This design comes from an exercise in tuning for small area and a short achievable clock period on the open sky130 flow, not from production work. At most, simulation tests tie the RTL to the original design; equivalence was not proved. Power is estimated from default activity; no workload was simulated.

==> module sensor_trace, before the edit <==
module sensor_trace # (parameter DW=512)
(
    input clk, resetn,
    input[31:0] cycles_per_frame,
    input[31:0] frame_header,
    input[7:0]  tracer_value,
    input[7:0]  tracer_enable,
    input[2:0]  tracer_index,
    output[31:0] rd_tracer_cell,
    input[31:0] wr_tracer_cell,
    input       wr_tracer_cell_wstrobe,
    input      [DW-1:0] lvds_in,
    output     [DW-1:0] lvds_out,
    output sof
);
localparam NB = DW/8;
reg [31:0] cell0, cell1, cell2, cell3, cell4, cell5, cell6, cell7;
wire [7:0] idx_hot = 8'd1 << tracer_index;
wire [7:0] we = {8{wr_tracer_cell_wstrobe}} & idx_hot;
always @(posedge clk) begin
    if (we[0]) cell0 <= wr_tracer_cell;
    if (we[1]) cell1 <= wr_tracer_cell;
    if (we[2]) cell2 <= wr_tracer_cell;
    if (we[3]) cell3 <= wr_tracer_cell;
    if (we[4]) cell4 <= wr_tracer_cell;
    if (we[5]) cell5 <= wr_tracer_cell;
    if (we[6]) cell6 <= wr_tracer_cell;
    if (we[7]) cell7 <= wr_tracer_cell;
end
sensor_trace_rdmux u_rdmux (
    .hot(idx_hot),
    .c0(cell0), .c1(cell1), .c2(cell2), .c3(cell3),
    .c4(cell4), .c5(cell5), .c6(cell6), .c7(cell7),
    .rd(rd_tracer_cell)
);
wire [31:0] cells [0:7];
assign cells[0] = cell0; assign cells[1] = cell1;
assign cells[2] = cell2; assign cells[3] = cell3;
assign cells[4] = cell4; assign cells[5] = cell5;
assign cells[6] = cell6; assign cells[7] = cell7;
reg [31:0] fc;
wire fc_lo = (fc[31:2] == 30'd0);
reg [7:0] hb;
always @* begin
    case (fc[1:0])
        2'd0: hb = frame_header[7:0];
        2'd1: hb = frame_header[15:8];
        2'd2: hb = frame_header[23:16];
        default: hb = frame_header[31:24];
    endcase
end
genvar b;
wire [7:0] lane_all1, lane_all0;
sensor_trace_lanes u_lanes (.w(lvds_in), .all1(lane_all1), .all0(lane_all0));
wire hmatch = &((hb & lane_all1) | (~hb & lane_all0));
wire [31:0] fc_inc = fc + 32'd1;
wire fc_clear = ~resetn | (fc_lo ? ~hmatch : (fc_inc == cycles_per_frame));
wire [31:0] fc_next = fc_clear ? 32'd0 : fc_inc;
always @(posedge clk)
    fc <= fc_next;
assign sof = (fc == 32'd4);
wire fci_hi0 = (fc_inc[31:26] == 6'd0);
wire mw_inc, mw_zero;
sensor_trace_match u_match_wr (.fc(fc_inc[25:0]), .fc_hi0(fci_hi0), .c(wr_tracer_cell[31:6]), .m(mw_inc));
assign mw_zero = (wr_tracer_cell[31:6] == 26'd0);
reg [7:0] mq;
genvar i;
for (i = 0; i < 8; i = i + 1) begin : g_mq
    wire m_inc, m_zero;
    sensor_trace_match u_match (.fc(fc_inc[25:0]), .fc_hi0(fci_hi0), .c(cells[i][31:6]), .m(m_inc));
    assign m_zero = (cells[i][31:6] == 26'd0);
    always @(posedge clk)
        mq[i] <= we[i] ? (fc_clear ? mw_zero : mw_inc) : (fc_clear ? m_zero : m_inc);
end
wire [7:0] hi_hot [0:7];
wire [7:0] lo_hot [0:7];
for (i = 0; i < 8; i = i + 1) begin : g_tr
    assign hi_hot[i] = {8{tracer_enable[i] & mq[i]}} & (8'd1 << cells[i][5:3]);
    assign lo_hot[i] = 8'd1 << cells[i][2:0];
end
for (b = 0; b < NB; b = b + 1) begin : g_byte
    sensor_trace_byte u_byte (
        .hi({hi_hot[7][b/8], hi_hot[6][b/8], hi_hot[5][b/8], hi_hot[4][b/8],
             hi_hot[3][b/8], hi_hot[2][b/8], hi_hot[1][b/8], hi_hot[0][b/8]}),
        .lo({lo_hot[7][b%8], lo_hot[6][b%8], lo_hot[5][b%8], lo_hot[4][b%8],
             lo_hot[3][b%8], lo_hot[2][b%8], lo_hot[1][b%8], lo_hot[0][b%8]}),
        .tv(tracer_value), .din(lvds_in[8*b +: 8]), .dout(lvds_out[8*b +: 8])
    );
end
endmodule
==> module sensor_trace_byte, before the edit <==
module sensor_trace_byte
(
    input [7:0] hi,
    input [7:0] lo,
    input [7:0] tv,
    input [7:0] din,
    output [7:0] dout
);
wire s = |(hi & lo);
assign dout = s ? tv : din;
endmodule
Settings: LEC_CHECK=0, CAP_MARGIN=20, CORE_MARGIN=2, CORE_UTILIZATION=30, CTS_BUF_LIST=sky130_fd_sc_hd__clkbuf_8, PLACE_DENSITY=0.45, SETUP_SLACK_MARGIN=4, SLEW_MARGIN=20, SYNTH_HIERARCHICAL=1, SYNTH_MINIMUM_KEEP_SIZE=0; clock period 10.0 ns.
standard.sh (not shown) runs the stock make flow with config.mk's settings and CLKGATE_MAP_FILE= SYNTH_SCRIPT=/design/flow/synth_recipe.tcl, a recipe that flattens the netlist after the stock synthesis.
==> flow/flow/run.sh <==
#!/bin/bash
# ORFS layout through the standard.sh, with these changes:
# - synthesis: the standard script, with ABC's mapping script swapped
#   per module (flow/abc_override.tcl);
# - port buffers made from the smallest buffer cell (buffer_ports otherwise
#   picks a delay cell);
# - IO pins allowed on every routing track, and the data bus pins ordered
#   byte by byte (flow/pins.tcl).
set -euo pipefail
here=$PWD
export MY_ABC_AREA="$here/flow/abc_area.script"
export MY_ABC_MAP="$here/flow/abc_map.script"
export BUFFER_PORTS_ARGS="-buffer_cell sky130_fd_sc_hd__buf_1"
export PLACE_PINS_ARGS="-min_distance 1 -min_distance_in_tracks"
export PRE_IO_PLACEMENT_TCL="$here/flow/pins.tcl"
cat flow/abc_override.tcl synth_recipe.tcl > my_synth.tcl
sed "s#SYNTH_SCRIPT=[^ ]*#SYNTH_SCRIPT=$here/my_synth.tcl#" standard.sh > my_standard.sh
grep -q "SYNTH_SCRIPT=$here/my_synth.tcl" my_standard.sh
bash my_standard.sh > standard_flow.log 2>&1
==> flow/flow/abc_area.script <==
strash
dch
amap
topo
stime -c
==> flow/flow/abc_map.script <==
&get -n
&st
&dch
&nf
&put
topo
stime -c
==> flow/flow/abc_override.tcl <==
# Prepended to the standard synthesis script: the technology mapping of
# the combinational logic uses an area-oriented ABC script (MY_ABC_AREA) for
# the top module, the read mux and the per-byte stamping module, a plain
# delay-oriented mapping without gate sizing (MY_ABC_MAP) for the header
# lane trees, and ORFS's own speed script for the comparators. Flip-flop
# mapping and everything else is unchanged.
proc abc {args} {
  set i [lsearch $args -script]
  if {$i < 0} { yosys abc {*}$args; return }
  foreach {sel script} [list \
      sensor_trace_match {} \
      sensor_trace_lanes $::env(MY_ABC_MAP) \
      sensor_trace_rdmux $::env(MY_ABC_AREA) \
      sensor_trace_byte $::env(MY_ABC_AREA) \
      sensor_trace $::env(MY_ABC_AREA)] {
    set a $args
    if {$script ne {}} { lset a [expr {$i + 1}] $script }
    yosys abc {*}$a $sel
  }
}
==> flow/flow/pins.tcl <==
# Byte-sliced IO pin order: 16 bytes of the data bus per die edge, each bit's
# input pin next to its output pin, so every byte's stamping mux can sit
# right behind its own pins.
set sides {bottom right top left}
for {set s 0} {$s < 4} {incr s} {
  set names {}
  for {set b [expr {16 * $s}]} {$b < 16 * ($s + 1)} {incr b} {
    for {set k 0} {$k < 8} {incr k} {
      set j [expr {8 * $b + $k}]
      lappend names "lvds_in\[$j\]" "lvds_out\[$j\]"
    }
  }
  set_io_pin_constraint -region [lindex $sides $s]:* -pin_names $names -group -order
}
Rerun with:
--- a/flow/design.v
+++ b/flow/design.v
@@ -62,31 +62,31 @@
 wire fci_hi0 = (fc_inc[31:26] == 6'd0);
 wire mw_inc, mw_zero;
 sensor_trace_match u_match_wr (.fc(fc_inc[25:0]), .fc_hi0(fci_hi0), .c(wr_tracer_cell[31:6]), .m(mw_inc));
 assign mw_zero = (wr_tracer_cell[31:6] == 26'd0);
 reg [7:0] mq;
-genvar i;
+genvar i, h;
 for (i = 0; i < 8; i = i + 1) begin : g_mq
     wire m_inc, m_zero;
     sensor_trace_match u_match (.fc(fc_inc[25:0]), .fc_hi0(fci_hi0), .c(cells[i][31:6]), .m(m_inc));
     assign m_zero = (cells[i][31:6] == 26'd0);
     always @(posedge clk)
         mq[i] <= we[i] ? (fc_clear ? mw_zero : mw_inc) : (fc_clear ? m_zero : m_inc);
 end
-wire [7:0] hi_hot [0:7];
-wire [7:0] lo_hot [0:7];
+wire [63:0] nhi, nlo;
 for (i = 0; i < 8; i = i + 1) begin : g_tr
-    assign hi_hot[i] = {8{tracer_enable[i] & mq[i]}} & (8'd1 << cells[i][5:3]);
-    assign lo_hot[i] = 8'd1 << cells[i][2:0];
+    for (h = 0; h < 8; h = h + 1) begin : g_hl
+        wire grp = mq[i] & (cells[i][5:3] == h);
+        assign nhi[8*h + i] = ~(tracer_enable[i] & grp);
+        assign nlo[8*h + i] = ~(cells[i][2:0] == h);
+    end
 end
+wire [7:0] ntv = ~tracer_value;
 for (b = 0; b < NB; b = b + 1) begin : g_byte
     sensor_trace_byte u_byte (
-        .hi({hi_hot[7][b/8], hi_hot[6][b/8], hi_hot[5][b/8], hi_hot[4][b/8],
-             hi_hot[3][b/8], hi_hot[2][b/8], hi_hot[1][b/8], hi_hot[0][b/8]}),
-        .lo({lo_hot[7][b%8], lo_hot[6][b%8], lo_hot[5][b%8], lo_hot[4][b%8],
-             lo_hot[3][b%8], lo_hot[2][b%8], lo_hot[1][b%8], lo_hot[0][b%8]}),
-        .tv(tracer_value), .din(lvds_in[8*b +: 8]), .dout(lvds_out[8*b +: 8])
+        .nhi(nhi[8*(b/8) +: 8]), .nlo(nlo[8*(b%8) +: 8]),
+        .ntv(ntv), .din(lvds_in[8*b +: 8]), .dout(lvds_out[8*b +: 8])
     );
 end
 endmodule
 module sensor_trace_match
 (
@@ -97,18 +97,18 @@
 );
 assign m = fc_hi0 & (fc == c);
 endmodule
 module sensor_trace_byte
 (
-    input [7:0] hi,
-    input [7:0] lo,
-    input [7:0] tv,
+    input [7:0] nhi,
+    input [7:0] nlo,
+    input [7:0] ntv,
     input [7:0] din,
     output [7:0] dout
 );
-wire s = |(hi & lo);
-assign dout = s ? tv : din;
+wire s = |(~nhi & ~nlo);
+assign dout = s ? ~ntv : din;
 endmodule
 module sensor_trace_lanes
 (
     input  [511:0] w,
     output [7:0]   all1,
=>
- The new run completed with no timing, DRC or antenna violations
- routed wire length drops by a few percent
- power falls by a few percent
- via count shrinks slightly
- worst setup slack got worse by 0.019 ns
- core utilization is lower by 2.5 points
The RTL of the first run of this note was laid out without a check of its function.

what the ideal ports hide:
No port has a modelled driver above. Below, the same layouts with a new extraction and two added sets of constraints.
Step 1 (the two cells are an assumption about what drives the block):
set clk [get_ports {clk}]
set_driving_cell -lib_cell sky130_fd_sc_hd__clkbuf_16 $clk
set_driving_cell -lib_cell sky130_fd_sc_hd__buf_2 [delete_from_list [all_inputs] $clk]
Step 2 adds t to the input delays and takes it off the output delays; t is the mean of the earliest and latest rising clock arrival at the registers after step 1. Input paths then give back, and output paths get back, about the clock's delay inside the block.
a / b / c = ideal / step 1 / step 2; a / b = the first two.
run	shift t [ns]	setup slack, ns	latest minus earliest clock arrival (ns)	pins driven straight from the clock port
the first run	0.723	3.998 / 3.860 / 3.770	0.071 / 0.071	1
the second run	0.723	3.979 / 3.857 / 3.857	0.058 / 0.058	1
After both steps setup and hold are still met in every run listed. The setup slack of the first run, which loses most, moves by -0.138 ns with the drivers and by -0.228 ns with both steps.
